This is an optimization exercise on Yosys and OpenROAD, whose aim is small area, a short achievable clock period and few clock cycles, not a production implementation. In this exercise RTL edits were held to simulation tests only and were not proved equivalent to the original. Power and IR drop assume default switching activity.

## design/flow/run.sh

```bash
#!/bin/bash
# synth_recipe.tcl (not shown) runs the flow's synth.tcl, then flattens the netlist and writes it again
# the make line also repeats each setting of config.mk as NAME=value (left out here)
make -C /OpenROAD-flow-scripts/flow DESIGN_CONFIG=/design/flow/config.mk WORK_HOME=/design/flow/orfs CLKGATE_MAP_FILE= SYNTH_SCRIPT=/design/flow/synth_recipe.tcl finish
```

## design/flow/config.mk

```make
export PLATFORM = sky130hd
export DESIGN_NAME = Multi_CPU
export DESIGN_NICKNAME = Multi_CPU
export VERILOG_FILES = /design/flow/design.v
export SDC_FILE = /design/flow/constraint.sdc
export NUM_CORES = 4
export LEC_CHECK = 0
export CAP_MARGIN = 20
export CORE_MARGIN = 2
export CORE_UTILIZATION = 40
export SETUP_SLACK_MARGIN = 4.0
export SLEW_MARGIN = 20
```

## design/flow/constraint.sdc

```tcl
create_clock -name core_clock -period 9.0 [get_ports {clk}]
set_input_delay 1.8000 -clock core_clock [delete_from_list [all_inputs] [get_ports {clk}]]
set_output_delay 1.8000 -clock core_clock [all_outputs]
set_load 0.01 [all_outputs]
```

## design/flow/design.v

```verilog
`timescale 1ns / 1ps
module adder32(
	input wire [31:0] a, b,
	input wire cin,
	output wire [31:0] s,
	output wire cout
    );
wire [31:0] p0 = a ^ b;
wire [31:0] g0 = a & b;
wire [31:0] g [0:5];
wire [31:0] p [0:5];
assign g[0] = {g0[31:1], g0[0] | (p0[0] & cin)};
assign p[0] = p0;
genvar l, i;
generate for (l = 0; l < 5; l = l + 1) begin : lv
	for (i = 0; i < 32; i = i + 1) begin : bt
		if (((i >> l) & 1) == 1) begin : m
			localparam integer j = ((i >> l) << l) - 1;
			assign g[l+1][i] = g[l][i] | (p[l][i] & g[l][j]);
			assign p[l+1][i] = p[l][i] & p[l][j];
		end else begin : k
			assign g[l+1][i] = g[l][i];
			assign p[l+1][i] = p[l][i];
		end
	end
end endgenerate
assign s = p0 ^ {g[5][30:0], cin};
assign cout = g[5][31];
endmodule
`timescale 1ns / 1ps
module regs(
	input wire clk, rst, WE,
	input wire [31:0] asel, bsel,
	input wire [4:0] W_addr,
	input wire [31:0] W_data,
	output wire [31:0] rdata_A, rdata_B
    );
wire [31:0] wd = W_data & {32{~rst}};
wire [31:0] wsel = 32'd1 << W_addr;
reg [31:0] R [0:31];
wire [31:0] ta [0:32];
wire [31:0] tb [0:32];
assign ta[0] = 32'd0;
assign tb[0] = 32'd0;
genvar i;
generate for (i = 0; i < 32; i = i + 1) begin : g
	always @(posedge clk)
		if (rst | (WE & wsel[i])) R[i] <= wd;
	assign ta[i+1] = ta[i] | (R[i] & {32{asel[i]}});
	assign tb[i+1] = tb[i] | (R[i] & {32{bsel[i]}});
end endgenerate
assign rdata_A = ta[32];
assign rdata_B = tb[32];
endmodule
`timescale 1ns / 1ps
module Multi_CPU(
	input wire clk, reset,
	input wire [31:0] Data_in,
	output wire mem_w,
	output wire [31:0] Data_out, Addr_out
    );
reg  [31:0] PC, IR, maddr, alt;
reg  [31:0] asel, bsel;
reg         irv, memph, mst;
reg  [4:0]  mrt;
wire [5:0]  op = IR[31:26];
wire [5:0]  fn = IR[5:0];
wire [4:0]  rt = IR[20:16];
wire [4:0]  rd = IR[15:11];
wire [15:0] imm = IR[15:0];
wire [31:0] A, B;
wire rtype  = (op == 6'h00);
wire f_jr   = rtype & (fn[5:1] == 5'b00100);    
wire f_jalr = f_jr & fn[0];
wire f_alu  = rtype & fn[5];                    
wire i_alu  = (op[5:3] == 3'b001);              
wire o_j    = (op[5:1] == 5'b00001);            
wire o_jal  = o_j & op[0];
wire o_br   = (op[5:1] == 5'b00010);            
wire o_mem  = op[5];                            
wire o_sw   = op[5] & op[3];
wire o_lui  = i_alu & (op[2:0] == 3'b111);
wire is_sub = rtype ? fn[1] : (op[2:0] == 3'b010);
wire is_slt = rtype ? fn[3] : (op[2:0] == 3'b010);
wire is_add = rtype ? ~fn[2] : (op[2:0] == 3'b000) | o_mem;
wire [1:0] lop = rtype ? fn[1:0] : (o_lui ? 2'b01 : op[1:0]);    
wire [31:0] immx = o_lui ? {imm, 16'd0} :
                   (op[2] & ~o_mem) ? {16'd0, imm} : {{16{imm[15]}}, imm};
wire [31:0] opB = B | (immx & {32{~(rtype | o_br)}});
wire [31:0] sum;
wire        cout;
adder32 add_u(.a(A), .b(opB ^ {32{is_sub}}), .cin(is_sub), .s(sum), .cout(cout));
wire [31:0] lg = (lop == 2'b00) ? (A & opB) :
                 (lop == 2'b01) ? (A | opB) :
                 (lop == 2'b10) ? (A ^ opB) : ~(A | opB);
wire eq = (A == B);
wire taken = eq ^ op[0];
wire mispred = o_br & (taken ^ imm[15]);
wire ex_link = f_jalr | o_jal;
wire ex_we = irv & (f_alu | i_alu | ex_link);
wire [4:0] ex_wa = ex_link ? 5'd31 : (rtype ? rd : rt);
wire ld_we = memph & ~mst;
wire rf_we = memph ? ld_we : ex_we;
wire [4:0] rf_wa = memph ? mrt : ex_wa;
wire w_ld  = memph;
wire w_lk  = ~memph & ex_link;
wire w_sum = ~memph & ~ex_link & ~is_slt & is_add;
wire w_slt = ~memph & ~ex_link & is_slt;
wire w_lg  = ~memph & ~ex_link & ~is_slt & ~is_add;
wire [31:0] rf_wd = ({32{w_ld}} & Data_in) | ({32{w_lk}} & alt) |
                    ({32{w_sum}} & sum) | ({32{w_lg}} & lg) | {31'd0, w_slt & ~cout};
regs register_file(
	.clk(clk), .rst(reset), .WE(rf_we),
	.asel(asel), .bsel(bsel), .W_addr(rf_wa), .W_data(rf_wd),
	.rdata_A(A), .rdata_B(B)
	);
wire [31:0] pc4 = PC + 32'd4;
wire [5:0]  fop = Data_in[31:26];
wire f_j  = (fop[5:1] == 5'b00001);
wire f_br = (fop[5:1] == 5'b00010);
wire f_bt = f_br & Data_in[15];
wire [31:0] fbrt = pc4 + {{14{Data_in[15]}}, Data_in[15:0], 2'b00};
wire [31:0] fjt = {pc4[31:28], Data_in[25:0], 2'b00};
wire st_next = ~memph & irv & o_sw;
wire [31:0] nxt = memph ? IR : Data_in;
wire usesA = (nxt[31:26] != 6'h0F);                                
wire usesB = (nxt[31:26] == 6'h00) | (nxt[31:27] == 5'b00010);      
wire [31:0] adec = 32'd1 << nxt[25:21];
wire [31:0] bdec = 32'd1 << (st_next ? rt : nxt[20:16]);
wire redirect = irv & (mispred | f_jr);
always @(posedge clk) begin
	maddr <= sum;
	mrt <= rt;
	mst <= o_sw;
	asel <= adec & {32{usesA}};
	bsel <= bdec & {32{usesB | st_next}};
	if (reset) begin
		PC <= 32'd0;
		irv <= 1'b0;
		memph <= 1'b0;
	end else if (memph) begin
		memph <= 1'b0;
	end else begin
		IR <= Data_in;
		irv <= ~redirect;
		memph <= irv & o_mem;
		alt <= (f_j | f_bt | ~f_br) ? pc4 : fbrt;
		if (irv & mispred) PC <= alt;
		else if (irv & f_jr) PC <= sum;
		else if (f_j) PC <= fjt;
		else if (f_bt) PC <= fbrt;
		else PC <= pc4;
	end
end
assign Addr_out = memph ? maddr : PC;
assign mem_w = memph & mst;
assign Data_out = B;
endmodule
```

==> out/metrics.csv <==
stage,metric,value,unit
placed_design,HPWL after DPL,172,mm
timing,final hold vios,0,
critical_path,"reg-to-reg slack, setup",3.88,ns
clock_network,CTS Hold Bufs,0,
logic_synthesis,register bit count reported by yosys,1224,
clock_network,Root Driver,clkbuf_16,
timing,setup violators final,0,
timing,Slew @ Worst Pin,1.20,ns
clock_network,clock-pin slew on the worst setup and hold paths,0.06,ns
critical_path,worst path required time,9.57,ns
power,Pwr per Cell Area,255,mW/mm²
logic_synthesis,Yosys top cell area share,0.567,
clock_network,CTS tree,yes,
critical_path,largest fanout on the critical path,18,
critical_path,Crit Path Class,reg -> reg,
global_routing,initial antenna violation count,11,
logic_synthesis,sequential element share of the synthesized area,0.614,
logic_synthesis,post-synthesis average cell area,12.9,µm²
critical_path,Crit. End Element,flip-flop,
critical_path,"CP delay by family, top",simple AND/OR/NAND/NOR gates,
power,Static Leakage,25.0,nW
clock_network,CTS sink cnt,1224,
clock_network,Clock Tree Buf Depth,3,
timing,Slew Limit Headroom,0.203,
die,Starting Density,0.402,
critical_path,Worst Path Arrival,5.69,ns
timing,period utilization,0.569,
routing,Via density,7.58,
placed_design,GP Congestion,1.02,
critical_path,Bufs and invs on worst path,5,
timing,RSZ-0062 raised after global routing,true,
die,I/O pin cnt,99,
job,Max Cap Viol,0,
logic_synthesis,Synth Cell Area,0.0576,mm²
timing,setup TNS,0,ns
die,total core area,0.143,mm²
critical_path,worst r2r dst,register_file.R[24][27]$_DFFE_PP_,
critical_path,CP peak stage delay,0.51,ns
die,Die X,384,µm
critical_path,crit path to,register_file.R[24][27]$_DFFE_PP_,
layout,Area Overhead vs Synth,21.6,%
logic_synthesis,YS warnings,4,
routing,antenna-violating nets left,0,
timing,Max Clock Skew,0.0700,ns
routing,routed wire length,296,mm
die,Rows,139,
die,die area,0.147,mm²
global_routing,largest net degree at the start of global routing,66,
routing,DRC,0,
logic_synthesis,syn_nets,4649,
critical_path,crit path launch type,flip-flop,
layout,layout cells sized above 1,0.196,
global_routing,first-pass GRT wire length,392,mm
logic_synthesis,ys flop type,edfxtp_1,
logic_synthesis,Post-synth ARST share,0,
critical_path,FF-to-FF path depth,19,
timing,max-slew violations,0,
routing,via count,51819,
critical_path,Critical path origin,asel[18]$_DFF_P_,
layout,"Net count, final",4979,
critical_path,Worst path depth,19,
critical_path,CP Cell Sequence,"buf_8, a22oi_2, nand4_1, nor4_4, inv_1, ha_1, and4_4, nand4_1, a211oi_2, o211ai_1, buf_4, buf_12, a21boi_4, a31oi_2, xnor2_1, a21oi_2, o221ai_4, buf_12, and2_2",
timing,max frequency,195,MHz
power,worst vdd ir,0.000233,V
logic_synthesis,Synth area leader,edfxtp_1,
logic_synthesis,Synth Instances,4485,
layout,Non-Filler Instances,6838,
routing,routed len/inst,43.3,µm
critical_path,worst r2r src,asel[18]$_DFF_P_,
logic_synthesis,top post-synthesis cells by area,"edfxtp_1 (57%), a22oi_1 (14%), dfxtp_1 (4.7%)",
critical_path,CP max-delay cell,nor4_4,
clock_network,H-tree Lvls,4,
placed_design,Area after DPL,0.0618,mm²
global_routing,vias in the first global route,46863,
placed_design,number of port buffers,98,
layout,design area,0.0701,mm²
placed_design,Placed Cells,6380,
global_routing,grt ovf,0,
logic_synthesis,Post-synth EDFFs,1088,
global_routing,GR Util All Layers,0.389,
outcome,status,finished clean,
logic_synthesis,number of distinct library cells after synthesis,67,
routing,first-pass detailed-route iteration total,15,
routing,initial drt markers,12849,
clock_network,worst skew pair latency,0.84,ns
clock_network,TritonCTS Buffers,132,
timing,min Tclk post-route,5.12,ns
worst_hold_path,Hold Crit Class,reg -> reg,
die,die height,384,µm
-- report_power, final --
part	switching (mW)	internal, mW	total (mW)
logic	2.46	1.32	3.78
registers	0.743	7.52	8.26
clock network	2.46	3.38	5.85
total	5.67	12.2	17.9
-- stage by stage --
stage / worst slack (ns) / power [mW] / hold WS [ns] / util
final: 3.88 / 17.9 / 0.427 / 0.489
after global routing: 3.86 / 18.2 / 0.456 / 0.489
after CTS: 4.00 / 17.4 / 0.435 / 0.479
after detailed placement: 2.17 / 11.2 / 0.419 / 0.431
after global placement: 1.92 / 11.2 / 0.416 / 0.431
after floorplan: 3.79 / 9.57 / 0.392 / -
-- cells in the final DEF, fill, tap and decap left out, drive strengths merged, types with 20 or more instances in the layout --
cell              n
and2             23
nor4             74
nand2           188
edfxtp         1088
a21oi           111
o21ai            97
nor3             24
dfxtp           136
a21o             22
and3             20
clkinv           40
a211oi           20
a22oi          1037
mux2             45
nor2            234
ha              124
o31ai            30
clkbuf          169
xnor2            96
nand3            50
clkdlybuf4s50    90
a31oi            22
a221oi           37
xor2             79
mux2i            50
nand4           282
buf             384
inv             158
-- sequential cells by signal, summed over array words and instances, names as in the netlist --
name	flops
irv	1
alt	32
mrt	5
memph	1
asel	32
PC	32
bsel	32
register_file.R	1024
IR	32
maddr	32
mst	1
-- Yosys cell counts, types with 30 or more instances --
| cell | n |
|---|---|
| inv_1 | 151 |
| a221oi_1 | 37 |
| mux2_2 | 45 |
| dfxtp_1 | 136 |
| nand2_1 | 188 |
| edfxtp_1 | 1088 |
| nand4_1 | 282 |
| nand3_1 | 50 |
| xnor2_1 | 96 |
| nor2_1 | 228 |
| a21oi_1 | 111 |
| ha_1 | 124 |
| xor2_1 | 79 |
| o21ai_0 | 93 |
| clkbuf_1 | 85 |
| a22oi_1 | 1037 |
| buf_2 | 204 |
| nor4_2 | 30 |
| nor4_4 | 32 |
| o31ai_1 | 30 |
| mux2i_1 | 50 |
-- logic make-up after synthesis --
group                    Yosys count  share of synthesized area
AO/OA/AOI/OAI                   1470                      0.184
XOR/XNOR                         175                     0.0266
adder cells (fa/ha/maj)          130                     0.0290
buffers and inverters            453                     0.0342
flip-flops                      1224                      0.614
multiplexers                      95                     0.0175
AND/OR/NAND/NOR                  938                     0.0947
-- area by class of cell --
type,count,area (µm²)
Inverter,151,579
Fill cell,12442,73200
Timing Repair Buffer,483,4970
Sequential cell,1224,35600
Antenna cell,10,25.0
Multi-Input combinational cell,2823,22000
Clock inverter,77,1030
Clock buffer,167,3580
Tap cell,1903,2380
-- worst min-delay path by stage --
stage          cells past startpoint        startpoint        endpoint
2_1_floorplan                      0  IR[20]$_DFFE_PN_  mrt[4]$_DFF_P_
3_3_place_gp                       0  IR[20]$_DFFE_PN_  mrt[4]$_DFF_P_
3_5_place_dp                       0  IR[20]$_DFFE_PN_  mrt[4]$_DFF_P_
4_1_cts                            0  IR[20]$_DFFE_PN_  mrt[4]$_DFF_P_
5_1_grt                            0  IR[20]$_DFFE_PN_  mrt[4]$_DFF_P_
6_report                           0  IR[20]$_DFFE_PN_  mrt[4]$_DFF_P_
-- repair_timing --
item                                    4_1_cts  5_1_grt
gates cloned                                 14        4
resized for setup                           233      141
pin swaps                                    60       57
hold endpoints to repair                      0        0
endpoints found under the setup margin     1445      835
buffers inserted                             95       90
-- per-layer routing --
metal / vias up / GRT usage / wire [µm]
met1: 24935 / 0.482 / 99600
met3: 1913 / 0.197 / 53600
met4: 22 / 0.258 / 28100
met2: 6099 / 0.526 / 114000
met5: - / 0.00520 / 419
li1: 18850 / - / -
Testbench counts, summed over its fixed seeds: cycles 82,021.

## afterwards: timing with drivers on the ports
The flow's constraints put no driver on any port. The routed layout listed below was extracted and timed again, unchanged, in two steps. Step 1, drivers: a clkbuf_16 drives clk and a buf_2 each remaining input, both assumed. Step 2 adds t to the input delays and takes it off the output delays; t is the mean of the earliest and latest rising clock arrival at the registers after step 1. Input paths then give back, and output paths get back, about the clock's delay inside the block. Slacks: ideal ports / drivers / drivers and shift; pairs: ideal ports / drivers.
shift t [ns]: 0.881
slack for setup (ns): 3.878 / 3.873 / 3.224
worst register clock-pin slew, ns: 0.07 / 0.07
pins driven straight from the clock port: 1
After both steps setup and hold are still met in this run. The setup slack of this run moves by -0.005 ns with the drivers and by -0.654 ns with both steps.
